From an optimization exercise on the open Yosys and OpenROAD flow, aimed at small area and a short achievable clock period; shortcuts taken in it are not production practice. The RTL was checked by simulation tests, not by an equivalence proof against the original design. No activity file was given, so power comes from the tool's default toggle rates.

==> design.v <==
`timescale 1ns/1ps
module half_adder(input a,b,output sum,carry);
  assign sum = a ^ b;
  assign carry = a & b;
endmodule
`timescale 1ns/1ps
module full_adder( output sum,carry, input a,b,c);
  wire w1, w2, w3;
  half_adder HA1(.a(a), .b(b), .sum(w1), .carry(w2));
  half_adder HA2(.a(w1), .b(c), .sum(sum), .carry(w3));
  or or1(carry, w2, w3);
endmodule
`timescale 1ns/1ps
module RCA_16bit(output cout, output [15:0] sum, input [15:0] a, b);
    wire [14:0] c;
    full_adder F0(.a(a[0]), .b(b[0]), .c(1'b0), .sum(sum[0]), .carry(c[0]));
    full_adder F1(.a(a[1]), .b(b[1]), .c(c[0]), .sum(sum[1]), .carry(c[1]));
    full_adder F2(.a(a[2]), .b(b[2]), .c(c[1]), .sum(sum[2]), .carry(c[2]));
    full_adder F3(.a(a[3]), .b(b[3]), .c(c[2]), .sum(sum[3]), .carry(c[3]));
    full_adder F4(.a(a[4]), .b(b[4]), .c(c[3]), .sum(sum[4]), .carry(c[4]));
    full_adder F5(.a(a[5]), .b(b[5]), .c(c[4]), .sum(sum[5]), .carry(c[5]));
    full_adder F6(.a(a[6]), .b(b[6]), .c(c[5]), .sum(sum[6]), .carry(c[6]));
    full_adder F7(.a(a[7]), .b(b[7]), .c(c[6]), .sum(sum[7]), .carry(c[7]));
    full_adder F8(.a(a[8]), .b(b[8]), .c(c[7]), .sum(sum[8]), .carry(c[8]));
    full_adder F9(.a(a[9]), .b(b[9]), .c(c[8]), .sum(sum[9]), .carry(c[9]));
    full_adder F10(.a(a[10]), .b(b[10]), .c(c[9]), .sum(sum[10]), .carry(c[10]));
    full_adder F11(.a(a[11]), .b(b[11]), .c(c[10]), .sum(sum[11]), .carry(c[11]));
    full_adder F12(.a(a[12]), .b(b[12]), .c(c[11]), .sum(sum[12]), .carry(c[12]));
    full_adder F13(.a(a[13]), .b(b[13]), .c(c[12]), .sum(sum[13]), .carry(c[13]));
    full_adder F14(.a(a[14]), .b(b[14]), .c(c[13]), .sum(sum[14]), .carry(c[14]));
    full_adder F15(.a(a[15]), .b(b[15]), .c(c[14]), .sum(sum[15]), .carry(cout));
endmodule
`timescale 1ns/1ps
module d_ff(input clk,input [15:0]d,output reg [15:0]q);
  always@(posedge clk)
      q<=d;       
endmodule         
`timescale 1ns / 1ps
module Braun_Multiplier(
    input [7:0] a, b,
    output [15:0] p
);
    wire [15:0] sum_0, sum_1, sum_2, sum_3, sum_4, sum_5, sum_6, sum_7;
    wire [7:0] partial_product[7:0];
    genvar i, j;
    generate
        for (i = 0; i < 8; i = i + 1) begin
            for (j = 0; j < 8; j = j + 1) begin
                assign partial_product[i][j] = a[i] & b[j];   
            end
        end
    endgenerate
    assign sum_0 = {8'b0, partial_product[0]};
    assign sum_1 = {partial_product[1], 1'b0} + sum_0;
    assign sum_2 = {partial_product[2], 2'b0} + sum_1;
    assign sum_3 = {partial_product[3], 3'b0} + sum_2;
    assign sum_4 = {partial_product[4], 4'b0} + sum_3;
    assign sum_5 = {partial_product[5], 5'b0} + sum_4;
    assign sum_6 = {partial_product[6], 6'b0} + sum_5;
    assign sum_7 = {partial_product[7], 7'b0} + sum_6;
    assign p = sum_7;
endmodule
module FIR_Top(input clk, input [7:0] Xin, H0, H1, H2, output reg [15:0] Yout);
  reg [15:0] Q1;
  reg [15:0] Q2;
  wire a1 = ~(Xin[0] & H2[0]);
  wire a2 = ~(Xin[0] & H2[1]);
  wire a3 = ~(Xin[0] & H2[2]);
  wire a4 = ~(Xin[0] & H2[3]);
  wire a5 = ~(Xin[0] & H2[4]);
  wire a6 = ~(Xin[0] & H2[5]);
  wire a7 = ~(Xin[0] & H2[6]);
  wire a8 = ~(Xin[0] & H2[7]);
  wire a9 = ~(Xin[1] & H2[0]);
  wire a10 = ~(Xin[1] & H2[1]);
  wire a11 = ~(Xin[1] & H2[2]);
  wire a12 = ~(Xin[1] & H2[3]);
  wire a13 = ~(Xin[1] & H2[4]);
  wire a14 = ~(Xin[1] & H2[5]);
  wire a15 = ~(Xin[1] & H2[6]);
  wire a16 = ~(Xin[1] & H2[7]);
  wire a17 = ~(Xin[2] & H2[0]);
  wire a18 = ~(Xin[2] & H2[1]);
  wire a19 = ~(Xin[2] & H2[2]);
  wire a20 = ~(Xin[2] & H2[3]);
  wire a21 = ~(Xin[2] & H2[4]);
  wire a22 = ~(Xin[2] & H2[5]);
  wire a23 = ~(Xin[2] & H2[6]);
  wire a24 = ~(Xin[2] & H2[7]);
  wire a25 = ~(Xin[3] & H2[0]);
  wire a26 = ~(Xin[3] & H2[1]);
  wire a27 = ~(Xin[3] & H2[2]);
  wire a28 = ~(Xin[3] & H2[3]);
  wire a29 = ~(Xin[3] & H2[4]);
  wire a30 = ~(Xin[3] & H2[5]);
  wire a31 = ~(Xin[3] & H2[6]);
  wire a32 = ~(Xin[3] & H2[7]);
  wire a33 = ~(Xin[4] & H2[0]);
  wire a34 = ~(Xin[4] & H2[1]);
  wire a35 = ~(Xin[4] & H2[2]);
  wire a36 = ~(Xin[4] & H2[3]);
  wire a37 = ~(Xin[4] & H2[4]);
  wire a38 = ~(Xin[4] & H2[5]);
  wire a39 = ~(Xin[4] & H2[6]);
  wire a40 = ~(Xin[4] & H2[7]);
  wire a41 = ~(Xin[5] & H2[0]);
  wire a42 = ~(Xin[5] & H2[1]);
  wire a43 = ~(Xin[5] & H2[2]);
  wire a44 = ~(Xin[5] & H2[3]);
  wire a45 = ~(Xin[5] & H2[4]);
  wire a46 = ~(Xin[5] & H2[5]);
  wire a47 = ~(Xin[5] & H2[6]);
  wire a48 = ~(Xin[5] & H2[7]);
  wire a49 = ~(Xin[6] & H2[0]);
  wire a50 = ~(Xin[6] & H2[1]);
  wire a51 = ~(Xin[6] & H2[2]);
  wire a52 = ~(Xin[6] & H2[3]);
  wire a53 = ~(Xin[6] & H2[4]);
  wire a54 = ~(Xin[6] & H2[5]);
  wire a55 = ~(Xin[6] & H2[6]);
  wire a56 = ~(Xin[6] & H2[7]);
  wire a57 = ~(Xin[7] & H2[0]);
  wire a58 = ~(Xin[7] & H2[1]);
  wire a59 = ~(Xin[7] & H2[2]);
  wire a60 = ~(Xin[7] & H2[3]);
  wire a61 = ~(Xin[7] & H2[4]);
  wire a62 = ~(Xin[7] & H2[5]);
  wire a63 = ~(Xin[7] & H2[6]);
  wire a64 = ~(Xin[7] & H2[7]);
  wire s65;
  fir_xnor2 u65 (.a(a7), .b(a14), .y(s65));
  wire c66;
  fir_or2 u66 (.a(a7), .b(a14), .y(c66));
  wire s67, c67;
  fir_fa u67 (.a(a8), .b(a15), .c(a22), .s(s67), .co(c67));
  wire s68;
  fir_xnor2 u68 (.a(a29), .b(a36), .y(s68));
  wire c69;
  fir_or2 u69 (.a(a29), .b(a36), .y(c69));
  wire s70, c70;
  fir_fa u70 (.a(a16), .b(a23), .c(a30), .s(s70), .co(c70));
  wire s71;
  fir_xnor2 u71 (.a(a37), .b(a44), .y(s71));
  wire c72;
  fir_or2 u72 (.a(a37), .b(a44), .y(c72));
  wire s73, c73;
  fir_fa u73 (.a(a24), .b(a31), .c(a38), .s(s73), .co(c73));
  wire s74;
  fir_xnor2 u74 (.a(a5), .b(a12), .y(s74));
  wire c75;
  fir_or2 u75 (.a(a5), .b(a12), .y(c75));
  wire s76, c76;
  fir_fa u76 (.a(a6), .b(a13), .c(a20), .s(s76), .co(c76));
  wire s77;
  fir_xnor2 u77 (.a(a27), .b(a34), .y(s77));
  wire c78;
  fir_or2 u78 (.a(a27), .b(a34), .y(c78));
  wire s79, c79;
  fir_fa u79 (.a(a21), .b(a28), .c(a35), .s(s79), .co(c79));
  wire s80, c80;
  fir_fa u80 (.a(a42), .b(a49), .c(s65), .s(s80), .co(c80));
  wire s81, c81;
  fir_fa u81 (.a(a43), .b(a50), .c(a57), .s(s81), .co(c81));
  wire s82, c82;
  fir_fa u82 (.a(c66), .b(s68), .c(s67), .s(s82), .co(c82));
  wire s83, c83;
  fir_fa u83 (.a(a51), .b(a58), .c(c69), .s(s83), .co(c83));
  wire s84, c84;
  fir_fa u84 (.a(s71), .b(c67), .c(s70), .s(s84), .co(c84));
  wire s85, c85;
  fir_fa u85 (.a(a45), .b(a52), .c(a59), .s(s85), .co(c85));
  wire s86, c86;
  fir_fa u86 (.a(c72), .b(c70), .c(s73), .s(s86), .co(c86));
  wire s87, c87;
  fir_fa u87 (.a(a32), .b(a39), .c(a46), .s(s87), .co(c87));
  wire s88, c88;
  fir_fa u88 (.a(a53), .b(a60), .c(c73), .s(s88), .co(c88));
  wire s89, c89;
  fir_fa u89 (.a(a40), .b(a47), .c(a54), .s(s89), .co(c89));
  wire s90;
  fir_xnor2 u90 (.a(a4), .b(a11), .y(s90));
  wire c91;
  fir_or2 u91 (.a(a4), .b(a11), .y(c91));
  wire s92, c92;
  fir_fa u92 (.a(a19), .b(a26), .c(a33), .s(s92), .co(c92));
  wire s93, c93;
  fir_fa u93 (.a(a41), .b(c75), .c(s77), .s(s93), .co(c93));
  wire s94, c94;
  fir_fa u94 (.a(c78), .b(c76), .c(s79), .s(s94), .co(c94));
  wire s95, c95;
  fir_fa u95 (.a(c79), .b(s81), .c(c80), .s(s95), .co(c95));
  wire s96, c96;
  fir_fa u96 (.a(c81), .b(s83), .c(c82), .s(s96), .co(c96));
  wire s97, c97;
  fir_fa u97 (.a(s85), .b(c83), .c(c84), .s(s97), .co(c97));
  wire s98, c98;
  fir_fa u98 (.a(c85), .b(s87), .c(c86), .s(s98), .co(c98));
  wire s99, c99;
  fir_fa u99 (.a(a61), .b(c87), .c(s89), .s(s99), .co(c99));
  wire s100, c100;
  fir_fa u100 (.a(a48), .b(a55), .c(a62), .s(s100), .co(c100));
  wire s101;
  fir_xnor2 u101 (.a(a3), .b(a10), .y(s101));
  wire c102;
  fir_or2 u102 (.a(a3), .b(a10), .y(c102));
  wire s103, c103;
  fir_fa u103 (.a(a18), .b(a25), .c(s90), .s(s103), .co(c103));
  wire s104, c104;
  fir_fa u104 (.a(c91), .b(s74), .c(s92), .s(s104), .co(c104));
  wire s105, c105;
  fir_fa u105 (.a(c92), .b(s76), .c(s93), .s(s105), .co(c105));
  wire s106, c106;
  fir_fa u106 (.a(c93), .b(s80), .c(s94), .s(s106), .co(c106));
  wire s107, c107;
  fir_fa u107 (.a(c94), .b(s82), .c(s95), .s(s107), .co(c107));
  wire s108, c108;
  fir_fa u108 (.a(s84), .b(c95), .c(s96), .s(s108), .co(c108));
  wire s109, c109;
  fir_fa u109 (.a(s86), .b(c96), .c(s97), .s(s109), .co(c109));
  wire s110, c110;
  fir_fa u110 (.a(s88), .b(c97), .c(s98), .s(s110), .co(c110));
  wire s111, c111;
  fir_fa u111 (.a(c88), .b(s99), .c(c98), .s(s111), .co(c111));
  wire s112, c112;
  fir_fa u112 (.a(c89), .b(s100), .c(c99), .s(s112), .co(c112));
  wire s113, c113;
  fir_fa u113 (.a(a56), .b(a63), .c(c100), .s(s113), .co(c113));
  wire s114;
  fir_xnor2 u114 (.a(a2), .b(a9), .y(s114));
  wire c115;
  fir_or2 u115 (.a(a2), .b(a9), .y(c115));
  wire s116, c116;
  fir_fa u116 (.a(s101), .b(a17), .c(c115), .s(s116), .co(c116));
  wire s117, c117;
  fir_fa u117 (.a(c102), .b(s103), .c(c116), .s(s117), .co(c117));
  wire s118, c118;
  fir_fa u118 (.a(c103), .b(s104), .c(c117), .s(s118), .co(c118));
  wire s119, c119;
  fir_fa u119 (.a(c104), .b(s105), .c(c118), .s(s119), .co(c119));
  wire p120;
  fir_xor2 u120 (.a(c105), .b(s106), .y(p120));
  wire g121;
  fir_nor2 u121 (.a(c105), .b(s106), .y(g121));
  wire p122;
  fir_xor2 u122 (.a(c106), .b(s107), .y(p122));
  wire g123;
  fir_nor2 u123 (.a(c106), .b(s107), .y(g123));
  wire p124;
  fir_xor2 u124 (.a(c107), .b(s108), .y(p124));
  wire g125;
  fir_nor2 u125 (.a(c107), .b(s108), .y(g125));
  wire p126;
  fir_xor2 u126 (.a(c108), .b(s109), .y(p126));
  wire g127;
  fir_nor2 u127 (.a(c108), .b(s109), .y(g127));
  wire p128;
  fir_xor2 u128 (.a(c109), .b(s110), .y(p128));
  wire g129;
  fir_nor2 u129 (.a(c109), .b(s110), .y(g129));
  wire p130;
  fir_xor2 u130 (.a(c110), .b(s111), .y(p130));
  wire g131;
  fir_nor2 u131 (.a(c110), .b(s111), .y(g131));
  wire p132;
  fir_xor2 u132 (.a(c111), .b(s112), .y(p132));
  wire g133;
  fir_nor2 u133 (.a(c111), .b(s112), .y(g133));
  wire p134;
  fir_xor2 u134 (.a(c112), .b(s113), .y(p134));
  wire g135;
  fir_nor2 u135 (.a(c112), .b(s113), .y(g135));
  wire p136;
  fir_xor2 u136 (.a(c113), .b(a64), .y(p136));
  wire g137;
  fir_nor2 u137 (.a(c113), .b(a64), .y(g137));
  wire G138 = g121 | (p120 & ~c119);
  wire P139 = p120 & 1'b0;
  wire G140 = g125 | (p124 & g123);
  wire P141 = p124 & p122;
  wire G142 = g129 | (p128 & g127);
  wire P143 = p128 & p126;
  wire G144 = g133 | (p132 & g131);
  wire P145 = p132 & p130;
  wire G146 = g137 | (p136 & g135);
  wire P147 = p136 & p134;
  wire G148 = g123 | (p122 & G138);
  wire P149 = p122 & P139;
  wire G150 = G140 | (P141 & G138);
  wire P151 = P141 & P139;
  wire G152 = g131 | (p130 & G142);
  wire P153 = p130 & P143;
  wire G154 = G144 | (P145 & G142);
  wire P155 = P145 & P143;
  wire G156 = 1'b0 | (1'b0 & G146);
  wire P157 = 1'b0 & P147;
  wire G158 = g127 | (p126 & G150);
  wire P159 = p126 & P151;
  wire G160 = G142 | (P143 & G150);
  wire P161 = P143 & P151;
  wire G162 = G152 | (P153 & G150);
  wire P163 = P153 & P151;
  wire G164 = G154 | (P155 & G150);
  wire P165 = P155 & P151;
  wire G166 = g135 | (p134 & G164);
  wire P167 = p134 & P165;
  wire G168 = G146 | (P147 & G164);
  wire P169 = P147 & P165;
  wire G170 = G156 | (P157 & G164);
  wire P171 = P157 & P165;
  wire y172 = ~(1'b0);
  wire y173;
  fir_xnor2 u173 (.a(p120), .b(~c119), .y(y173));
  wire y174;
  fir_xnor2 u174 (.a(p122), .b(G138), .y(y174));
  wire y175;
  fir_xnor2 u175 (.a(p124), .b(G148), .y(y175));
  wire y176;
  fir_xnor2 u176 (.a(p126), .b(G150), .y(y176));
  wire y177;
  fir_xnor2 u177 (.a(p128), .b(G158), .y(y177));
  wire y178;
  fir_xnor2 u178 (.a(p130), .b(G160), .y(y178));
  wire y179;
  fir_xnor2 u179 (.a(p132), .b(G162), .y(y179));
  wire y180;
  fir_xnor2 u180 (.a(p134), .b(G164), .y(y180));
  wire y181;
  fir_xnor2 u181 (.a(p136), .b(G166), .y(y181));
  wire y182;
  fir_xnor2 u182 (.a(1'b0), .b(G168), .y(y182));
  wire a183 = ~(Xin[0] & H1[0]);
  wire a184 = ~(Xin[0] & H1[1]);
  wire a185 = ~(Xin[0] & H1[2]);
  wire a186 = ~(Xin[0] & H1[3]);
  wire a187 = ~(Xin[0] & H1[4]);
  wire a188 = ~(Xin[0] & H1[5]);
  wire a189 = ~(Xin[0] & H1[6]);
  wire a190 = ~(Xin[0] & H1[7]);
  wire a191 = ~(Xin[1] & H1[0]);
  wire a192 = ~(Xin[1] & H1[1]);
  wire a193 = ~(Xin[1] & H1[2]);
  wire a194 = ~(Xin[1] & H1[3]);
  wire a195 = ~(Xin[1] & H1[4]);
  wire a196 = ~(Xin[1] & H1[5]);
  wire a197 = ~(Xin[1] & H1[6]);
  wire a198 = ~(Xin[1] & H1[7]);
  wire a199 = ~(Xin[2] & H1[0]);
  wire a200 = ~(Xin[2] & H1[1]);
  wire a201 = ~(Xin[2] & H1[2]);
  wire a202 = ~(Xin[2] & H1[3]);
  wire a203 = ~(Xin[2] & H1[4]);
  wire a204 = ~(Xin[2] & H1[5]);
  wire a205 = ~(Xin[2] & H1[6]);
  wire a206 = ~(Xin[2] & H1[7]);
  wire a207 = ~(Xin[3] & H1[0]);
  wire a208 = ~(Xin[3] & H1[1]);
  wire a209 = ~(Xin[3] & H1[2]);
  wire a210 = ~(Xin[3] & H1[3]);
  wire a211 = ~(Xin[3] & H1[4]);
  wire a212 = ~(Xin[3] & H1[5]);
  wire a213 = ~(Xin[3] & H1[6]);
  wire a214 = ~(Xin[3] & H1[7]);
  wire a215 = ~(Xin[4] & H1[0]);
  wire a216 = ~(Xin[4] & H1[1]);
  wire a217 = ~(Xin[4] & H1[2]);
  wire a218 = ~(Xin[4] & H1[3]);
  wire a219 = ~(Xin[4] & H1[4]);
  wire a220 = ~(Xin[4] & H1[5]);
  wire a221 = ~(Xin[4] & H1[6]);
  wire a222 = ~(Xin[4] & H1[7]);
  wire a223 = ~(Xin[5] & H1[0]);
  wire a224 = ~(Xin[5] & H1[1]);
  wire a225 = ~(Xin[5] & H1[2]);
  wire a226 = ~(Xin[5] & H1[3]);
  wire a227 = ~(Xin[5] & H1[4]);
  wire a228 = ~(Xin[5] & H1[5]);
  wire a229 = ~(Xin[5] & H1[6]);
  wire a230 = ~(Xin[5] & H1[7]);
  wire a231 = ~(Xin[6] & H1[0]);
  wire a232 = ~(Xin[6] & H1[1]);
  wire a233 = ~(Xin[6] & H1[2]);
  wire a234 = ~(Xin[6] & H1[3]);
  wire a235 = ~(Xin[6] & H1[4]);
  wire a236 = ~(Xin[6] & H1[5]);
  wire a237 = ~(Xin[6] & H1[6]);
  wire a238 = ~(Xin[6] & H1[7]);
  wire a239 = ~(Xin[7] & H1[0]);
  wire a240 = ~(Xin[7] & H1[1]);
  wire a241 = ~(Xin[7] & H1[2]);
  wire a242 = ~(Xin[7] & H1[3]);
  wire a243 = ~(Xin[7] & H1[4]);
  wire a244 = ~(Xin[7] & H1[5]);
  wire a245 = ~(Xin[7] & H1[6]);
  wire a246 = ~(Xin[7] & H1[7]);
  wire s247;
  fir_xnor2 u247 (.a(Q1[5]), .b(a188), .y(s247));
  wire c248;
  fir_or2 u248 (.a(Q1[5]), .b(a188), .y(c248));
  wire s249, c249;
  fir_fa u249 (.a(Q1[6]), .b(a189), .c(a196), .s(s249), .co(c249));
  wire s250;
  fir_xnor2 u250 (.a(a203), .b(a210), .y(s250));
  wire c251;
  fir_or2 u251 (.a(a203), .b(a210), .y(c251));
  wire s252, c252;
  fir_fa u252 (.a(Q1[7]), .b(a190), .c(a197), .s(s252), .co(c252));
  wire s253, c253;
  fir_fa u253 (.a(a204), .b(a211), .c(a218), .s(s253), .co(c253));
  wire s254;
  fir_xnor2 u254 (.a(a225), .b(a232), .y(s254));
  wire c255;
  fir_or2 u255 (.a(a225), .b(a232), .y(c255));
  wire s256, c256;
  fir_fa u256 (.a(Q1[8]), .b(a198), .c(a205), .s(s256), .co(c256));
  wire s257, c257;
  fir_fa u257 (.a(a212), .b(a219), .c(a226), .s(s257), .co(c257));
  wire s258;
  fir_xnor2 u258 (.a(a233), .b(a240), .y(s258));
  wire c259;
  fir_or2 u259 (.a(a233), .b(a240), .y(c259));
  wire s260, c260;
  fir_fa u260 (.a(Q1[9]), .b(a206), .c(a213), .s(s260), .co(c260));
  wire s261, c261;
  fir_fa u261 (.a(a220), .b(a227), .c(a234), .s(s261), .co(c261));
  wire s262, c262;
  fir_fa u262 (.a(Q1[10]), .b(a214), .c(a221), .s(s262), .co(c262));
  wire s263;
  fir_xnor2 u263 (.a(Q1[3]), .b(a186), .y(s263));
  wire c264;
  fir_or2 u264 (.a(Q1[3]), .b(a186), .y(c264));
  wire s265, c265;
  fir_fa u265 (.a(Q1[4]), .b(a187), .c(a194), .s(s265), .co(c265));
  wire s266;
  fir_xnor2 u266 (.a(a201), .b(a208), .y(s266));
  wire c267;
  fir_or2 u267 (.a(a201), .b(a208), .y(c267));
  wire s268, c268;
  fir_fa u268 (.a(a195), .b(a202), .c(a209), .s(s268), .co(c268));
  wire s269, c269;
  fir_fa u269 (.a(a216), .b(a223), .c(s247), .s(s269), .co(c269));
  wire s270, c270;
  fir_fa u270 (.a(a217), .b(a224), .c(a231), .s(s270), .co(c270));
  wire s271, c271;
  fir_fa u271 (.a(c248), .b(s250), .c(s249), .s(s271), .co(c271));
  wire s272, c272;
  fir_fa u272 (.a(a239), .b(c251), .c(s254), .s(s272), .co(c272));
  wire s273, c273;
  fir_fa u273 (.a(c249), .b(s252), .c(s253), .s(s273), .co(c273));
  wire s274, c274;
  fir_fa u274 (.a(c255), .b(s258), .c(c252), .s(s274), .co(c274));
  wire s275, c275;
  fir_fa u275 (.a(c253), .b(s256), .c(s257), .s(s275), .co(c275));
  wire s276, c276;
  fir_fa u276 (.a(a241), .b(c259), .c(c256), .s(s276), .co(c276));
  wire s277, c277;
  fir_fa u277 (.a(c257), .b(s260), .c(s261), .s(s277), .co(c277));
  wire s278, c278;
  fir_fa u278 (.a(a228), .b(a235), .c(a242), .s(s278), .co(c278));
  wire s279, c279;
  fir_fa u279 (.a(c260), .b(c261), .c(s262), .s(s279), .co(c279));
  wire s280, c280;
  fir_fa u280 (.a(Q1[11]), .b(a222), .c(a229), .s(s280), .co(c280));
  wire s281, c281;
  fir_fa u281 (.a(a236), .b(a243), .c(c262), .s(s281), .co(c281));
  wire s282, c282;
  fir_fa u282 (.a(Q1[12]), .b(a230), .c(a237), .s(s282), .co(c282));
  wire s283;
  fir_xnor2 u283 (.a(Q1[2]), .b(a185), .y(s283));
  wire c284;
  fir_or2 u284 (.a(Q1[2]), .b(a185), .y(c284));
  wire s285, c285;
  fir_fa u285 (.a(a193), .b(a200), .c(a207), .s(s285), .co(c285));
  wire s286, c286;
  fir_fa u286 (.a(a215), .b(c264), .c(s266), .s(s286), .co(c286));
  wire s287, c287;
  fir_fa u287 (.a(c267), .b(c265), .c(s268), .s(s287), .co(c287));
  wire s288, c288;
  fir_fa u288 (.a(c268), .b(s270), .c(c269), .s(s288), .co(c288));
  wire s289, c289;
  fir_fa u289 (.a(c270), .b(s272), .c(c271), .s(s289), .co(c289));
  wire s290, c290;
  fir_fa u290 (.a(c272), .b(c273), .c(s274), .s(s290), .co(c290));
  wire s291, c291;
  fir_fa u291 (.a(c274), .b(c275), .c(s276), .s(s291), .co(c291));
  wire s292, c292;
  fir_fa u292 (.a(s278), .b(c276), .c(c277), .s(s292), .co(c292));
  wire s293, c293;
  fir_fa u293 (.a(c278), .b(s280), .c(c279), .s(s293), .co(c293));
  wire s294, c294;
  fir_fa u294 (.a(a244), .b(c280), .c(s282), .s(s294), .co(c294));
  wire s295, c295;
  fir_fa u295 (.a(Q1[13]), .b(a238), .c(a245), .s(s295), .co(c295));
  wire s296;
  fir_xnor2 u296 (.a(Q1[1]), .b(a184), .y(s296));
  wire c297;
  fir_or2 u297 (.a(Q1[1]), .b(a184), .y(c297));
  wire s298, c298;
  fir_fa u298 (.a(a192), .b(a199), .c(s283), .s(s298), .co(c298));
  wire s299, c299;
  fir_fa u299 (.a(c284), .b(s263), .c(s285), .s(s299), .co(c299));
  wire s300, c300;
  fir_fa u300 (.a(c285), .b(s265), .c(s286), .s(s300), .co(c300));
  wire s301, c301;
  fir_fa u301 (.a(c286), .b(s269), .c(s287), .s(s301), .co(c301));
  wire s302, c302;
  fir_fa u302 (.a(c287), .b(s271), .c(s288), .s(s302), .co(c302));
  wire s303, c303;
  fir_fa u303 (.a(s273), .b(c288), .c(s289), .s(s303), .co(c303));
  wire s304, c304;
  fir_fa u304 (.a(s275), .b(c289), .c(s290), .s(s304), .co(c304));
  wire s305, c305;
  fir_fa u305 (.a(s277), .b(c290), .c(s291), .s(s305), .co(c305));
  wire s306, c306;
  fir_fa u306 (.a(s279), .b(c291), .c(s292), .s(s306), .co(c306));
  wire s307, c307;
  fir_fa u307 (.a(s281), .b(c292), .c(s293), .s(s307), .co(c307));
  wire s308, c308;
  fir_fa u308 (.a(c281), .b(s294), .c(c293), .s(s308), .co(c308));
  wire s309, c309;
  fir_fa u309 (.a(c282), .b(s295), .c(c294), .s(s309), .co(c309));
  wire s310, c310;
  fir_fa u310 (.a(Q1[14]), .b(a246), .c(c295), .s(s310), .co(c310));
  wire s311;
  fir_xnor2 u311 (.a(Q1[0]), .b(a183), .y(s311));
  wire c312;
  fir_or2 u312 (.a(Q1[0]), .b(a183), .y(c312));
  wire s313, c313;
  fir_fa u313 (.a(s296), .b(a191), .c(c312), .s(s313), .co(c313));
  wire s314, c314;
  fir_fa u314 (.a(c297), .b(s298), .c(c313), .s(s314), .co(c314));
  wire s315, c315;
  fir_fa u315 (.a(c298), .b(s299), .c(c314), .s(s315), .co(c315));
  wire s316, c316;
  fir_fa u316 (.a(c299), .b(s300), .c(c315), .s(s316), .co(c316));
  wire s317, c317;
  fir_fa u317 (.a(c300), .b(s301), .c(c316), .s(s317), .co(c317));
  wire p318;
  fir_xor2 u318 (.a(c301), .b(s302), .y(p318));
  wire g319;
  fir_nor2 u319 (.a(c301), .b(s302), .y(g319));
  wire p320;
  fir_xor2 u320 (.a(c302), .b(s303), .y(p320));
  wire g321;
  fir_nor2 u321 (.a(c302), .b(s303), .y(g321));
  wire p322;
  fir_xor2 u322 (.a(c303), .b(s304), .y(p322));
  wire g323;
  fir_nor2 u323 (.a(c303), .b(s304), .y(g323));
  wire p324;
  fir_xor2 u324 (.a(c304), .b(s305), .y(p324));
  wire g325;
  fir_nor2 u325 (.a(c304), .b(s305), .y(g325));
  wire p326;
  fir_xor2 u326 (.a(c305), .b(s306), .y(p326));
  wire g327;
  fir_nor2 u327 (.a(c305), .b(s306), .y(g327));
  wire p328;
  fir_xor2 u328 (.a(c306), .b(s307), .y(p328));
  wire g329;
  fir_nor2 u329 (.a(c306), .b(s307), .y(g329));
  wire p330;
  fir_xor2 u330 (.a(c307), .b(s308), .y(p330));
  wire g331;
  fir_nor2 u331 (.a(c307), .b(s308), .y(g331));
  wire p332;
  fir_xor2 u332 (.a(c308), .b(s309), .y(p332));
  wire g333;
  fir_nor2 u333 (.a(c308), .b(s309), .y(g333));
  wire p334;
  fir_xor2 u334 (.a(c309), .b(s310), .y(p334));
  wire g335;
  fir_nor2 u335 (.a(c309), .b(s310), .y(g335));
  wire p336;
  fir_xor2 u336 (.a(c310), .b(Q1[15]), .y(p336));
  wire g337;
  fir_nor2 u337 (.a(c310), .b(Q1[15]), .y(g337));
  wire G338 = g319 | (p318 & ~c317);
  wire P339 = p318 & 1'b0;
  wire G340 = g323 | (p322 & g321);
  wire P341 = p322 & p320;
  wire G342 = g327 | (p326 & g325);
  wire P343 = p326 & p324;
  wire G344 = g331 | (p330 & g329);
  wire P345 = p330 & p328;
  wire G346 = g335 | (p334 & g333);
  wire P347 = p334 & p332;
  wire G348 = g321 | (p320 & G338);
  wire P349 = p320 & P339;
  wire G350 = G340 | (P341 & G338);
  wire P351 = P341 & P339;
  wire G352 = g329 | (p328 & G342);
  wire P353 = p328 & P343;
  wire G354 = G344 | (P345 & G342);
  wire P355 = P345 & P343;
  wire G356 = g337 | (p336 & G346);
  wire P357 = p336 & P347;
  wire G358 = g325 | (p324 & G350);
  wire P359 = p324 & P351;
  wire G360 = G342 | (P343 & G350);
  wire P361 = P343 & P351;
  wire G362 = G352 | (P353 & G350);
  wire P363 = P353 & P351;
  wire G364 = G354 | (P355 & G350);
  wire P365 = P355 & P351;
  wire G366 = g333 | (p332 & G364);
  wire P367 = p332 & P365;
  wire G368 = G346 | (P347 & G364);
  wire P369 = P347 & P365;
  wire G370 = G356 | (P357 & G364);
  wire P371 = P357 & P365;
  wire y372 = ~(1'b0);
  wire y373;
  fir_xnor2 u373 (.a(p318), .b(~c317), .y(y373));
  wire y374;
  fir_xnor2 u374 (.a(p320), .b(G338), .y(y374));
  wire y375;
  fir_xnor2 u375 (.a(p322), .b(G348), .y(y375));
  wire y376;
  fir_xnor2 u376 (.a(p324), .b(G350), .y(y376));
  wire y377;
  fir_xnor2 u377 (.a(p326), .b(G358), .y(y377));
  wire y378;
  fir_xnor2 u378 (.a(p328), .b(G360), .y(y378));
  wire y379;
  fir_xnor2 u379 (.a(p330), .b(G362), .y(y379));
  wire y380;
  fir_xnor2 u380 (.a(p332), .b(G364), .y(y380));
  wire y381;
  fir_xnor2 u381 (.a(p334), .b(G366), .y(y381));
  wire y382;
  fir_xnor2 u382 (.a(p336), .b(G368), .y(y382));
  wire a383 = ~(Xin[0] & H0[0]);
  wire a384 = ~(Xin[0] & H0[1]);
  wire a385 = ~(Xin[0] & H0[2]);
  wire a386 = ~(Xin[0] & H0[3]);
  wire a387 = ~(Xin[0] & H0[4]);
  wire a388 = ~(Xin[0] & H0[5]);
  wire a389 = ~(Xin[0] & H0[6]);
  wire a390 = ~(Xin[0] & H0[7]);
  wire a391 = ~(Xin[1] & H0[0]);
  wire a392 = ~(Xin[1] & H0[1]);
  wire a393 = ~(Xin[1] & H0[2]);
  wire a394 = ~(Xin[1] & H0[3]);
  wire a395 = ~(Xin[1] & H0[4]);
  wire a396 = ~(Xin[1] & H0[5]);
  wire a397 = ~(Xin[1] & H0[6]);
  wire a398 = ~(Xin[1] & H0[7]);
  wire a399 = ~(Xin[2] & H0[0]);
  wire a400 = ~(Xin[2] & H0[1]);
  wire a401 = ~(Xin[2] & H0[2]);
  wire a402 = ~(Xin[2] & H0[3]);
  wire a403 = ~(Xin[2] & H0[4]);
  wire a404 = ~(Xin[2] & H0[5]);
  wire a405 = ~(Xin[2] & H0[6]);
  wire a406 = ~(Xin[2] & H0[7]);
  wire a407 = ~(Xin[3] & H0[0]);
  wire a408 = ~(Xin[3] & H0[1]);
  wire a409 = ~(Xin[3] & H0[2]);
  wire a410 = ~(Xin[3] & H0[3]);
  wire a411 = ~(Xin[3] & H0[4]);
  wire a412 = ~(Xin[3] & H0[5]);
  wire a413 = ~(Xin[3] & H0[6]);
  wire a414 = ~(Xin[3] & H0[7]);
  wire a415 = ~(Xin[4] & H0[0]);
  wire a416 = ~(Xin[4] & H0[1]);
  wire a417 = ~(Xin[4] & H0[2]);
  wire a418 = ~(Xin[4] & H0[3]);
  wire a419 = ~(Xin[4] & H0[4]);
  wire a420 = ~(Xin[4] & H0[5]);
  wire a421 = ~(Xin[4] & H0[6]);
  wire a422 = ~(Xin[4] & H0[7]);
  wire a423 = ~(Xin[5] & H0[0]);
  wire a424 = ~(Xin[5] & H0[1]);
  wire a425 = ~(Xin[5] & H0[2]);
  wire a426 = ~(Xin[5] & H0[3]);
  wire a427 = ~(Xin[5] & H0[4]);
  wire a428 = ~(Xin[5] & H0[5]);
  wire a429 = ~(Xin[5] & H0[6]);
  wire a430 = ~(Xin[5] & H0[7]);
  wire a431 = ~(Xin[6] & H0[0]);
  wire a432 = ~(Xin[6] & H0[1]);
  wire a433 = ~(Xin[6] & H0[2]);
  wire a434 = ~(Xin[6] & H0[3]);
  wire a435 = ~(Xin[6] & H0[4]);
  wire a436 = ~(Xin[6] & H0[5]);
  wire a437 = ~(Xin[6] & H0[6]);
  wire a438 = ~(Xin[6] & H0[7]);
  wire a439 = ~(Xin[7] & H0[0]);
  wire a440 = ~(Xin[7] & H0[1]);
  wire a441 = ~(Xin[7] & H0[2]);
  wire a442 = ~(Xin[7] & H0[3]);
  wire a443 = ~(Xin[7] & H0[4]);
  wire a444 = ~(Xin[7] & H0[5]);
  wire a445 = ~(Xin[7] & H0[6]);
  wire a446 = ~(Xin[7] & H0[7]);
  wire s447;
  fir_xnor2 u447 (.a(Q2[5]), .b(a388), .y(s447));
  wire c448;
  fir_or2 u448 (.a(Q2[5]), .b(a388), .y(c448));
  wire s449, c449;
  fir_fa u449 (.a(Q2[6]), .b(a389), .c(a396), .s(s449), .co(c449));
  wire s450;
  fir_xnor2 u450 (.a(a403), .b(a410), .y(s450));
  wire c451;
  fir_or2 u451 (.a(a403), .b(a410), .y(c451));
  wire s452, c452;
  fir_fa u452 (.a(Q2[7]), .b(a390), .c(a397), .s(s452), .co(c452));
  wire s453, c453;
  fir_fa u453 (.a(a404), .b(a411), .c(a418), .s(s453), .co(c453));
  wire s454;
  fir_xnor2 u454 (.a(a425), .b(a432), .y(s454));
  wire c455;
  fir_or2 u455 (.a(a425), .b(a432), .y(c455));
  wire s456, c456;
  fir_fa u456 (.a(Q2[8]), .b(a398), .c(a405), .s(s456), .co(c456));
  wire s457, c457;
  fir_fa u457 (.a(a412), .b(a419), .c(a426), .s(s457), .co(c457));
  wire s458;
  fir_xnor2 u458 (.a(a433), .b(a440), .y(s458));
  wire c459;
  fir_or2 u459 (.a(a433), .b(a440), .y(c459));
  wire s460, c460;
  fir_fa u460 (.a(Q2[9]), .b(a406), .c(a413), .s(s460), .co(c460));
  wire s461, c461;
  fir_fa u461 (.a(a420), .b(a427), .c(a434), .s(s461), .co(c461));
  wire s462, c462;
  fir_fa u462 (.a(Q2[10]), .b(a414), .c(a421), .s(s462), .co(c462));
  wire s463;
  fir_xnor2 u463 (.a(Q2[3]), .b(a386), .y(s463));
  wire c464;
  fir_or2 u464 (.a(Q2[3]), .b(a386), .y(c464));
  wire s465, c465;
  fir_fa u465 (.a(Q2[4]), .b(a387), .c(a394), .s(s465), .co(c465));
  wire s466;
  fir_xnor2 u466 (.a(a401), .b(a408), .y(s466));
  wire c467;
  fir_or2 u467 (.a(a401), .b(a408), .y(c467));
  wire s468, c468;
  fir_fa u468 (.a(a395), .b(a402), .c(a409), .s(s468), .co(c468));
  wire s469, c469;
  fir_fa u469 (.a(a416), .b(a423), .c(s447), .s(s469), .co(c469));
  wire s470, c470;
  fir_fa u470 (.a(a417), .b(a424), .c(a431), .s(s470), .co(c470));
  wire s471, c471;
  fir_fa u471 (.a(c448), .b(s450), .c(s449), .s(s471), .co(c471));
  wire s472, c472;
  fir_fa u472 (.a(a439), .b(c451), .c(s454), .s(s472), .co(c472));
  wire s473, c473;
  fir_fa u473 (.a(c449), .b(s452), .c(s453), .s(s473), .co(c473));
  wire s474, c474;
  fir_fa u474 (.a(c455), .b(s458), .c(c452), .s(s474), .co(c474));
  wire s475, c475;
  fir_fa u475 (.a(c453), .b(s456), .c(s457), .s(s475), .co(c475));
  wire s476, c476;
  fir_fa u476 (.a(a441), .b(c459), .c(c456), .s(s476), .co(c476));
  wire s477, c477;
  fir_fa u477 (.a(c457), .b(s460), .c(s461), .s(s477), .co(c477));
  wire s478, c478;
  fir_fa u478 (.a(a428), .b(a435), .c(a442), .s(s478), .co(c478));
  wire s479, c479;
  fir_fa u479 (.a(c460), .b(c461), .c(s462), .s(s479), .co(c479));
  wire s480, c480;
  fir_fa u480 (.a(Q2[11]), .b(a422), .c(a429), .s(s480), .co(c480));
  wire s481, c481;
  fir_fa u481 (.a(a436), .b(a443), .c(c462), .s(s481), .co(c481));
  wire s482, c482;
  fir_fa u482 (.a(Q2[12]), .b(a430), .c(a437), .s(s482), .co(c482));
  wire s483;
  fir_xnor2 u483 (.a(Q2[2]), .b(a385), .y(s483));
  wire c484;
  fir_or2 u484 (.a(Q2[2]), .b(a385), .y(c484));
  wire s485, c485;
  fir_fa u485 (.a(a393), .b(a400), .c(a407), .s(s485), .co(c485));
  wire s486, c486;
  fir_fa u486 (.a(a415), .b(c464), .c(s466), .s(s486), .co(c486));
  wire s487, c487;
  fir_fa u487 (.a(c467), .b(c465), .c(s468), .s(s487), .co(c487));
  wire s488, c488;
  fir_fa u488 (.a(c468), .b(s470), .c(c469), .s(s488), .co(c488));
  wire s489, c489;
  fir_fa u489 (.a(c470), .b(s472), .c(c471), .s(s489), .co(c489));
  wire s490, c490;
  fir_fa u490 (.a(c472), .b(c473), .c(s474), .s(s490), .co(c490));
  wire s491, c491;
  fir_fa u491 (.a(c474), .b(c475), .c(s476), .s(s491), .co(c491));
  wire s492, c492;
  fir_fa u492 (.a(s478), .b(c476), .c(c477), .s(s492), .co(c492));
  wire s493, c493;
  fir_fa u493 (.a(c478), .b(s480), .c(c479), .s(s493), .co(c493));
  wire s494, c494;
  fir_fa u494 (.a(a444), .b(c480), .c(s482), .s(s494), .co(c494));
  wire s495, c495;
  fir_fa u495 (.a(Q2[13]), .b(a438), .c(a445), .s(s495), .co(c495));
  wire s496;
  fir_xnor2 u496 (.a(Q2[1]), .b(a384), .y(s496));
  wire c497;
  fir_or2 u497 (.a(Q2[1]), .b(a384), .y(c497));
  wire s498, c498;
  fir_fa u498 (.a(a392), .b(a399), .c(s483), .s(s498), .co(c498));
  wire s499, c499;
  fir_fa u499 (.a(c484), .b(s463), .c(s485), .s(s499), .co(c499));
  wire s500, c500;
  fir_fa u500 (.a(c485), .b(s465), .c(s486), .s(s500), .co(c500));
  wire s501, c501;
  fir_fa u501 (.a(c486), .b(s469), .c(s487), .s(s501), .co(c501));
  wire s502, c502;
  fir_fa u502 (.a(c487), .b(s471), .c(s488), .s(s502), .co(c502));
  wire s503, c503;
  fir_fa u503 (.a(s473), .b(c488), .c(s489), .s(s503), .co(c503));
  wire s504, c504;
  fir_fa u504 (.a(s475), .b(c489), .c(s490), .s(s504), .co(c504));
  wire s505, c505;
  fir_fa u505 (.a(s477), .b(c490), .c(s491), .s(s505), .co(c505));
  wire s506, c506;
  fir_fa u506 (.a(s479), .b(c491), .c(s492), .s(s506), .co(c506));
  wire s507, c507;
  fir_fa u507 (.a(s481), .b(c492), .c(s493), .s(s507), .co(c507));
  wire s508, c508;
  fir_fa u508 (.a(c481), .b(s494), .c(c493), .s(s508), .co(c508));
  wire s509, c509;
  fir_fa u509 (.a(c482), .b(s495), .c(c494), .s(s509), .co(c509));
  wire s510, c510;
  fir_fa u510 (.a(Q2[14]), .b(a446), .c(c495), .s(s510), .co(c510));
  wire s511;
  fir_xnor2 u511 (.a(Q2[0]), .b(a383), .y(s511));
  wire c512;
  fir_or2 u512 (.a(Q2[0]), .b(a383), .y(c512));
  wire y513 = ~s511;
  wire s514, c514;
  fir_fa u514 (.a(s496), .b(a391), .c(c512), .s(s514), .co(c514));
  wire y515 = ~s514;
  wire s516, c516;
  fir_fa u516 (.a(c497), .b(s498), .c(c514), .s(s516), .co(c516));
  wire y517 = ~s516;
  wire s518, c518;
  fir_fa u518 (.a(c498), .b(s499), .c(c516), .s(s518), .co(c518));
  wire y519 = ~s518;
  wire s520, c520;
  fir_fa u520 (.a(c499), .b(s500), .c(c518), .s(s520), .co(c520));
  wire y521 = ~s520;
  wire s522, c522;
  fir_fa u522 (.a(c500), .b(s501), .c(c520), .s(s522), .co(c522));
  wire y523 = ~s522;
  wire p524;
  fir_xor2 u524 (.a(c501), .b(s502), .y(p524));
  wire g525;
  fir_nor2 u525 (.a(c501), .b(s502), .y(g525));
  wire p526;
  fir_xor2 u526 (.a(c502), .b(s503), .y(p526));
  wire g527;
  fir_nor2 u527 (.a(c502), .b(s503), .y(g527));
  wire p528;
  fir_xor2 u528 (.a(c503), .b(s504), .y(p528));
  wire g529;
  fir_nor2 u529 (.a(c503), .b(s504), .y(g529));
  wire p530;
  fir_xor2 u530 (.a(c504), .b(s505), .y(p530));
  wire g531;
  fir_nor2 u531 (.a(c504), .b(s505), .y(g531));
  wire p532;
  fir_xor2 u532 (.a(c505), .b(s506), .y(p532));
  wire g533;
  fir_nor2 u533 (.a(c505), .b(s506), .y(g533));
  wire p534;
  fir_xor2 u534 (.a(c506), .b(s507), .y(p534));
  wire g535;
  fir_nor2 u535 (.a(c506), .b(s507), .y(g535));
  wire p536;
  fir_xor2 u536 (.a(c507), .b(s508), .y(p536));
  wire g537;
  fir_nor2 u537 (.a(c507), .b(s508), .y(g537));
  wire p538;
  fir_xor2 u538 (.a(c508), .b(s509), .y(p538));
  wire g539;
  fir_nor2 u539 (.a(c508), .b(s509), .y(g539));
  wire p540;
  fir_xor2 u540 (.a(c509), .b(s510), .y(p540));
  wire g541;
  fir_nor2 u541 (.a(c509), .b(s510), .y(g541));
  wire p542;
  fir_xor2 u542 (.a(c510), .b(Q2[15]), .y(p542));
  wire g543;
  fir_nor2 u543 (.a(c510), .b(Q2[15]), .y(g543));
  wire G544 = g525 | (p524 & ~c522);
  wire P545 = p524 & 1'b0;
  wire G546 = g529 | (p528 & g527);
  wire P547 = p528 & p526;
  wire G548 = g533 | (p532 & g531);
  wire P549 = p532 & p530;
  wire G550 = g537 | (p536 & g535);
  wire P551 = p536 & p534;
  wire G552 = g541 | (p540 & g539);
  wire P553 = p540 & p538;
  wire G554 = g527 | (p526 & G544);
  wire P555 = p526 & P545;
  wire G556 = G546 | (P547 & G544);
  wire P557 = P547 & P545;
  wire G558 = g535 | (p534 & G548);
  wire P559 = p534 & P549;
  wire G560 = G550 | (P551 & G548);
  wire P561 = P551 & P549;
  wire G562 = g543 | (p542 & G552);
  wire P563 = p542 & P553;
  wire G564 = g531 | (p530 & G556);
  wire P565 = p530 & P557;
  wire G566 = G548 | (P549 & G556);
  wire P567 = P549 & P557;
  wire G568 = G558 | (P559 & G556);
  wire P569 = P559 & P557;
  wire G570 = G560 | (P561 & G556);
  wire P571 = P561 & P557;
  wire G572 = g539 | (p538 & G570);
  wire P573 = p538 & P571;
  wire G574 = G552 | (P553 & G570);
  wire P575 = P553 & P571;
  wire G576 = G562 | (P563 & G570);
  wire P577 = P563 & P571;
  wire y578 = (1'b0);
  wire y579;
  fir_xor2 u579 (.a(p524), .b(~c522), .y(y579));
  wire y580;
  fir_xor2 u580 (.a(p526), .b(G544), .y(y580));
  wire y581;
  fir_xor2 u581 (.a(p528), .b(G554), .y(y581));
  wire y582;
  fir_xor2 u582 (.a(p530), .b(G556), .y(y582));
  wire y583;
  fir_xor2 u583 (.a(p532), .b(G564), .y(y583));
  wire y584;
  fir_xor2 u584 (.a(p534), .b(G566), .y(y584));
  wire y585;
  fir_xor2 u585 (.a(p536), .b(G568), .y(y585));
  wire y586;
  fir_xor2 u586 (.a(p538), .b(G570), .y(y586));
  wire y587;
  fir_xor2 u587 (.a(p540), .b(G572), .y(y587));
  wire y588;
  fir_xor2 u588 (.a(p542), .b(G574), .y(y588));
  always @(posedge clk) begin
    Q1 <= {y182, y181, y180, y179, y178, y177, y176, y175, y174, y173, s119, s118, s117, s116, s114, a1};
    Q2 <= {y382, y381, y380, y379, y378, y377, y376, y375, y374, y373, s317, s316, s315, s314, s313, s311};
    Yout <= {y588, y587, y586, y585, y584, y583, y582, y581, y580, y579, y523, y521, y519, y517, y515, y513};
  end
endmodule
module fir_fa(input a, b, c, output s, co);
  assign s = a ^ b ^ c;
  assign co = (a & b) | (a & c) | (b & c);
endmodule
module fir_nor2(input a, b, output y);
  assign y = ~(a | b);
endmodule
module fir_or2(input a, b, output y);
  assign y = a | b;
endmodule
module fir_xnor2(input a, b, output y);
  assign y = ~(a ^ b);
endmodule
module fir_xor2(input a, b, output y);
  assign y = a ^ b;
endmodule
==> flow/run.sh <==
#!/bin/bash
# Own flow: the standard layout (standard.sh, unchanged synthesis and steps),
# with the port buffers that global placement inserts made as the smallest
# plain buffer instead of the default; repair then upsizes them where timing needs it.
set -euo pipefail
export BUFFER_PORTS_ARGS="-buffer_cell sky130_fd_sc_hd__buf_1"
bash standard.sh > standard_make.log 2>&1
==> standard.sh <==
#!/bin/bash
# synth_recipe.tcl (not shown) runs the flow's synth.tcl, then flattens the netlist and writes it again
# the make line also repeats each setting of config.mk as NAME=value (left out here)
make -C /OpenROAD-flow-scripts/flow DESIGN_CONFIG=/design/flow/config.mk WORK_HOME=/design/flow/orfs CLKGATE_MAP_FILE= SYNTH_SCRIPT=/design/flow/synth_recipe.tcl "${@:-finish}"
==> config.mk <==
export PLATFORM = sky130hd
export DESIGN_NAME = FIR_Top
export DESIGN_NICKNAME = FIR_Top
export VERILOG_FILES = /design/flow/design.v
export SDC_FILE = /design/flow/constraint.sdc
export NUM_CORES = 4
export LEC_CHECK = 0
export CAP_MARGIN = 20
export CORE_MARGIN = 2
export CORE_UTILIZATION = 60
export PLACE_DENSITY = 0.8
export SETUP_SLACK_MARGIN = 4.35
export SLEW_MARGIN = 20
export SYNTH_HIERARCHICAL = 1
export SYNTH_MINIMUM_KEEP_SIZE = 0
export TNS_END_PERCENT = 0
==> constraint.sdc <==
create_clock -name core_clock -period 9.5 [get_ports {clk}]
set_input_delay 1.9000 -clock core_clock [delete_from_list [all_inputs] [get_ports {clk}]]
set_output_delay 1.9000 -clock core_clock [all_outputs]
set_load 0.01 [all_outputs]
==> run notes, run 1 <==
The flow ran to the end and the layout has no timing, DRC or antenna violations. The area of the die came out at around 0.011 mm^2. Clock-pin slew was measured on the worst setup and hold paths at around 90 ps. The worst endpoint required time came out at 9700 ps. Setup repair after global routing could not meet its margin everywhere. The cell count after synthesis came out at 660. The clock passes through at most 2 buffers.

The post-synthesis cell area came out at between 0.006 and 0.007 mm^2. The initial antenna violation count is 0. The worst clock skew on the final layout came out at between 9 and 10 ps. Across the VDD grid, the largest voltage drop is 0.000417 V. The via count of the first global-routing pass is 4958. The first-pass GRT wire length came out at around 22000 um. The time the final worst path needs with I/O delays and setup came out at between 5000 and 6000 ps. The synthesis-to-layout area growth is 7.51%. The flip-flop and latch count after synthesis came out at 48.

The power density over the cells is roughly 390 mW/mm^2. Leaving out fill and tap cells, the most frequent cell in the layout is nand2_1. The number of rows created at floorplan is 37. For this block, the routed nets add up to 12900 um of wire.

The met1 wire length came out at 5170 um. The top-level port count came out at 49. The die boundary height is 106 um. By startpoint and endpoint, the worst setup path is classified as in -> reg. The yosys synthesis warning count is 7. The number of nets in the layout came out at approximately 860. The tree is rooted in a clkbuf_8. The final count of pins violating max slew came to 0. The number of distinct standard cells referenced by the synthesized netlist is 24.

The highest metal layer carrying signal wires in the routed design is met4. The clock reaches the later pin of the worst-skew pair after 310 ps. The top cell types in the final layout, fill and taps aside, are nand2_1 (198), fa_1 (143), dfxtp_1 (48). Counting every sink on the clock net gives 48. The clock tree from TritonCTS is yes. For this block, the initial DRC count from the detailed router was 275. The count of cells in the finished layout, fillers not included, comes to a little over 800. In this run the worst hold path is classified as reg -> reg. The number of nets still failing antenna checks after routing is 0. The worst slack after detailed placement is 3290 ps. Once placement completed, the tool counted placed cells totaling 808. The cts-stage hold buffer count came out at 0.

The cell area after layout is 0.00677 mm^2. The sequential fraction of the synthesis area came out at between 10% and 20%. Max-cap violations in this run came to 0. Entering global routing, the biggest net connects 25 pins.

Detailed placement ended at an HPWL of 10000 um. The worst setup path is launched from an input port. The leakage power figure came out at 2.50 nW.

The initial utilization of the core area, before any placement, comes to 61.3%. The depth of the CTS H-tree is 2. In this run the standard cell core region covers 0.0103 mm^2.

Setup total negative slack on the finished layout was measured at 0 ps. The wire length on met3 came out at 693 um. The number of port buffers is 48. The total placed instance area is 0.00651 mm^2. The overall via count from detail_route came out at 4500.

The arrival time at the worst endpoint came out at 5280 ps. The post-layout worst setup margin came out at 4410 ps. The largest fanout on the critical path is 12. The total clock buffers created by CTS is 5. The net count of the mapped netlist came out at roughly 840.

The synthesized area per cell came out at 9.54 um^2. The DRC violation count after routing is 0. The residual overflow from global routing came out at 0.

The final core utilization came out at about two thirds. The overall die width is roughly 110 um. The final-report hold violation count came out at 0.

The number of vias per cell came out at around 5.5. STA classifies the critical path endpoint as a flip-flop. The total setup violations reported at the end of the flow is 0. The routed length on met2 is 6830 um. The worst path uses a little over half of the clock period. The weighted congestion reported at the end of routability-driven placement is a little over 0.8. The per-cell routed wire length came out at between 15 and 20 um. For this run, the top clock speed supported by timing is a little under 0.2 GHz. The overall fraction of global-route tracks in use came out at 24.9%. Of the cells placed in the final design, the portion with a size suffix greater than 1 is a little under 9%.

The pre-antenna-repair detailed-routing pass consisted of 5 iterations. The antenna cell count is 0.
## where the power goes
group / leakage [nW] / switching [mW] / internal, mW
combinational: 2.05 / 1.13 / 0.959
sequential: 0.405 / 0.0473 / 0.342
clock: 0.0445 / 0.0734 / 0.0594
## Yosys stat by module (local to each module, per instance)
| module | times used | area [um^2] | flip-flops and latches |
|---|---|---|---|
| fir_xor2 | 39 | 8.76 | 0 |
| fir_or2 | 26 | 6.26 | 0 |
| fir_xnor2 | 46 | 8.76 | 0 |
| FIR_Top | 1 | 2390 | 48 |
| fir_fa | 145 | 20.0 | 0 |
| fir_nor2 | 27 | 3.75 | 0 |
## layout make-up
cell class	instances	area, um^2
multi-input cells	563	5210
repair buffers	54	300
clock inverters	1	7.51
clock buffers	7	86.3
inverters	9	33.8
fillers	826	3510
flip-flops and latches	48	961
well taps	136	170
## worst max-delay path, stage by stage
cell,delay [ps]
buf_2,160
buf_12,160
nand2_1,100
fa_1,590
fa_1,450
fa_1,420
fa_1,380
fa_1,410
nor2b_2,160
o211a_4,200
o21ai_2,80
a21oi_1,190
xnor2_1,90
## metrics by stage
| stage | power, mW | hold slack [ps] |
|---|---|---|
| after floorplan | 2.00 | 418 |
| after global placement | 2.25 | 430 |
| after detailed placement | 2.35 | 451 |
| after CTS | 2.51 | 466 |
| after global routing | 2.90 | 478 |
| final | 2.61 | 458 |
## synthesized netlist by cell type, drive strengths merged
library cell    n  area [um^2]
or2            35          219
nand2         198          743
xor2           39          342
a21oi          18         90.1
a21o            6         45.0
fa            145         2900
o211a           3         30.0
dfxtp          48          961
nand2b          6         37.5
nor2b           3         18.8
o21ai          12         82.6
clkbuf          9         33.8
nor2           39          146
a21boi          3         22.5
or3             3         18.8
buf            31          135
inv             9         33.8
xnor2          46          403
conb            1         3.75
nor3            6         30.0
## layer usage
metal  track usage [%]  vias up
li1                  -     2032
met1              31.6     2302
met2              45.0      141
met3              3.74       25
met4              6.31        0
met5                 0        -
## repair_timing
action | 4_1_cts | 5_1_grt
cloned | 0 | 1
gates resized for setup | 22 | 33
buffers inserted | 0 | 1
setup endpoints to repair | 29 | 19
hold endpoints to repair | 0 | 0
pin swaps | 0 | 2
## sequential cells by signal, indices dropped and copies added, names as in the netlist
register / flops
Yout: 16
Q1: 16
Q2: 16
## logic make-up after synthesis
logic type | Yosys count | share of synthesized area (%)
DFF | 48 | 15.3
other | 1 | 0.0595
AOI/OAI and AO/OA | 42 | 4.29
adders and majority gates | 145 | 46.1
buffers and inverters | 49 | 3.22
and+or+nand+nor | 290 | 19.3
xor gates and xnor gates | 85 | 11.8
## path summary, 6_finish.rpt
check	startpoint	endpoint	slack, ps	cells after the start
setup / recovery	Xin[1]	Q2[11]	4410	13
hold / removal	Q1[0]	Q2[0]	460	1
setup reg to reg	Q1[2]	Q2[11]	6080	11
hold reg to reg	Q1[0]	Q2[0]	460	1
==> run 2: changes to the inputs <==
--- a/config.mk
+++ b/config.mk
@@ -11,3 +11,3 @@
 export PLACE_DENSITY = 0.8
-export SETUP_SLACK_MARGIN = 4.35
+export SETUP_SLACK_MARGIN = 4.2
 export SLEW_MARGIN = 20
@@ -15,2 +15,2 @@
 export SYNTH_MINIMUM_KEEP_SIZE = 0
-export TNS_END_PERCENT = 0
+export TNS_END_PERCENT = 5
==> run 2 against run 1 <==
Effect of this change:
- still clean on timing, DRC and antenna
- synthesized area did not move
- flip-flop and latch count did not move
- clock power barely moved
- largest cell class unchanged
- largest power group unchanged
==> run notes, run 2 <==
The flow ran to the end and the layout has no timing, DRC or antenna violations. By area the synthesized netlist is led by fa_1 (46%), dfxtp_1 (15%), nand2_1 (12%). Setup repair after global routing could not meet its margin everywhere. The area of the die was 0.0113 mm^2 (unchanged). The worst clock skew on the final layout was 9.93 ps (+0.162 ps). The startpoint identified for the worst register-to-register timing path is Q2[2].

The total placed instance area is 0.00651 mm^2 (unchanged). The library cell used most frequently in the layout, excluding fill and tap cells, is nand2_1. The cell depth of the worst flop-to-flop path came out at 11 (unchanged). The maximum achievable frequency came out at 0.194 GHz (-1.3%). The post-synthesis cell area is 0.00630 mm^2 (unchanged). Of all cell types, the one taking the most synthesized area is fa_1. The weighted congestion reported at the end of routability-driven placement is 0.816 (unchanged). The depth of the CTS H-tree is 2 (unchanged). The final-report hold violation count is 0 (unchanged). The yosys synthesis warning count is 7 (unchanged). The via count of the first global-routing pass came out at 4937 (-0.42%).

The worst endpoint required time is 9740 ps (+40 ps). The largest registers in the layout are Q1: 16 flops, Q2: 16 flops, Yout: 16 flops. The placeable core region came to 0.0103 mm^2 (unchanged). The largest buffer count on any clock path is 2 (unchanged). The overall fraction of global-route tracks in use was 24.9% (-0.047 points). The number of rows created at floorplan came out at 37 (unchanged). The top-area cell type share of the netlist area was 46.1% (unchanged). The largest fanout on the critical path is 24 (+12).

The power density over the cells is 374 mW/mm^2 (-3.0%). The commonest cells after synthesis are nand2_1 (198), fa_1 (145), dfxtp_1 (48), xnor2_1 (46). Leaving out fill and tap cells, the most frequent cells in the layout are nand2_1 (198), fa_1 (145), dfxtp_1 (48). The worst setup path is launched from an input port. The max-capacitance violation count is 0 (unchanged). The time the final worst path needs with I/O delays and setup was 5160 ps (+68.2 ps). The worst-skew pair later-pin latency is 300 ps (about the same).

The initial detailed-routing violation count came out at 274 (-0.36%). The final count of pins violating max slew is 0 (unchanged). The startpoint identified for the worst hold timing path is Q1[0].

The tree is rooted in a clkbuf_8. The clock transition at the registers of the reported paths came out at 90 ps (about the same). The total clock sinks came out at 48 (unchanged).

The total clock buffers created by CTS came out at 5 (unchanged). The number of vias per cell came out at 5.47 (-0.62%). The async set or reset register ratio after synthesis is 0% (unchanged). The most used flip-flop cell after synthesis is dfxtp_1.

The initial core utilization came out at 61.3% (unchanged). The final clock period utilization by the worst path was 54.3% (+0.72 points). The antenna cell count came to 0 (unchanged). The sum of negative setup slack came out at 0 ps (unchanged). The maximum VDD drop came out at 0.000407 V (-2.4%). The leakage power figure came to 2.45 nW (-2.1%). The arrival time at the worst endpoint is 5390 ps (+110 ps). The number of enable-type register cells in the synthesized netlist came to 0 (unchanged).

The area of the multi-input gates is 0.00514 mm^2 (-1.3%). The number of nets still failing antenna checks after routing is 0 (unchanged). The number of stages on the worst hold path is 1 (unchanged).

In this run the worst hold path is classified as reg -> reg. The total iterations of the first detailed-routing run was 5 (unchanged). The placed wire-length estimate after detailed placement came out at 10000 um (unchanged). The per-cell routed wire length is 15.3 um (-3.5%).

In this run the critical register-to-register path is captured at Yout[11]. The number of cells in the design after placement is 808 (unchanged). The setup path with the least slack is of type in -> reg. The cell area after layout is 0.00665 mm^2 (-1.8%). Compared with the post-synthesis result, the final layout area differs by 5.58%. The die boundary height came to 106 um (unchanged). The first-pass GRT wire length is 22400 um (-0.16%). The sequential fraction of the synthesis area is 15.3% (unchanged). The number of fill cells in the layout is 838 (+1.5%). The total wirelength of the detailed-routed design came to 12500 um (-3.8%). The dominant cell by count in the synthesized netlist is nand2_1. The total setup violations reported at the end of the flow is 0 (unchanged). The overall die width is 106 um (unchanged). The number of nets in the layout is 857 (-0.23%). The sequential cell area was 961 um^2 (unchanged). The number of distinct standard cells referenced by the synthesized netlist came out at 24 (unchanged). The DRC violation count after routing is 0 (unchanged). The overall via count from detail_route came out at 4461 (-0.87%). The top-level port count is 49 (unchanged). The flip-flop and latch count after synthesis came to 48 (unchanged). The flop-to-flop setup slack is 6030 ps (-50 ps).

The pin count of the biggest net entering global routing came out at 25 (unchanged). The sort of element at the end of the critical path is a flip-flop. TritonCTS built the clock tree. The residual overflow from global routing came out at 0 (unchanged). The net count of the mapped netlist came out at 838 (unchanged). The number of port buffers is 48 (unchanged). The non-filler instance count after layout is 816 (-0.24%). The synthesized area per cell is 9.54 um^2 (unchanged). The fraction of final layout cells with drive strength greater than 1 came to 5.00% (-3.7 points). The cell count after synthesis came out at 660 (unchanged). The initial antenna violation count came to 0 (unchanged). The path with the worst hold slack has its endpoint at Q2[0].
## run 2: how the worst max path moves through the flow
stage	end	start
3_5_place_dp	Yout[11]	Xin[0]
3_3_place_gp	Yout[12]	Xin[0]
4_1_cts	Q2[11]	Xin[2]
6_report	Yout[11]	Xin[1]
5_1_grt	Yout[14]	Xin[5]
2_1_floorplan	Yout[12]	H0[2]
## run 2: kinds of logic after synthesis
logic type,synth area share [%]
simple gates,19.3
fa+ha+maj,46.1
xor+xnor,11.8
buf+inv,3.22
flops,15.3
compound gates,4.29
other cells,0.0595
## run 2: power by group
group / switching (mW) / internal (mW)
Clock: 0.0714 / 0.0593
Combinational: 1.07 / 0.899
Sequential: 0.0472 / 0.342
Total: 1.19 / 1.30
## run 2: routing by layer
| layer | up-vias | share of wire [%] | GRT usage (%) |
|---|---|---|---|
| met4 | 0 | 1.6 | 6.31 |
| met2 | 157 | 53 | 44.9 |
| met5 | - | 0 | 0 |
| li1 | 2028 | - | - |
| met1 | 2257 | 40 | 31.6 |
| met3 | 19 | 5.7 | 3.68 |
## run 2: area by class of cell
class	instances	share of cell area [%]
Timing Repair Buffer	52	3.71
Multi-Input combinational cell	563	77.4
Inverter	9	0.508
Clock buffer	7	1.30
Clock inverter	1	0.113
Tap cell	136	2.56
Sequential cell	48	14.4
## run 2: metrics by stage
stage	util (%)	setup WS (ps)	power [mW]	hold WS, ps
floorplan	-	4350	2.00	418
global placement	63.3	3480	2.25	430
detailed placement	63.4	3290	2.35	451
CTS	64.3	4190	2.49	466
global route	64.7	4180	2.78	479
finish	64.7	4340	2.49	458
## run 2: worst max-delay path: stages
cell     delay, ps
buf_1          100
buf_8          210
nand2_1        100
fa_1           570
fa_1           440
fa_1           420
fa_1           400
fa_1           400
nor2b_1        160
o211a_1        250
o21ai_2         90
a21oi_1        190
xor2_1         140
## run 2: Yosys stat by module (local to each module, per instance)
module     times used  cell area [um^2]  cells inside
FIR_Top             1              2390           377
fir_xor2           39              8.76             1
fir_fa            145              20.0             1
fir_nor2           27              3.75             1
fir_xnor2          46              8.76             1
fir_or2            26              6.26             1
## run 2: what timing repair did
item / in CTS / in global routing
setup buffers: 0 / 0
cloned: 0 / 0
resized for setup: 13 / 17
endpoints found under the setup margin: 25 / 16
hold buffers: 0 / 0
endpoints found under the hold margin: 0 / 0

## separate check: timing with driven ports
The flow's constraints put no driver on any port. The routed layouts listed below were extracted and timed again, unchanged, in two steps.
Step 1, drivers: a clkbuf_16 drives clk and a buf_2 each remaining input, both assumed.
Step 2 also shifts input and output timing later by t, the mid clock arrival at the registers, as if the neighbouring blocks saw the same clock.
a / b / c = ideal / step 1 / step 2; a / b = the first two.
| run | t (ns) | slack for setup (ns) | worst setup path after step 2 | worst register clock-pin slew, ns | worst data-port slew with drivers (ns) |
|---|---|---|---|---|---|
| run 1 | 0.334 | 4.413 / 4.423 / 4.089 | input to register | 0.10 / 0.10 | 0.04 |
| run 2 | 0.331 | 4.345 / 4.355 / 4.024 | input to register | 0.09 / 0.09 | 0.04 |
After both steps setup and hold are still met in every run listed. For run 1, which loses most, drivers alone change the setup slack by +0.010 ns; drivers and shift together by -0.324 ns.
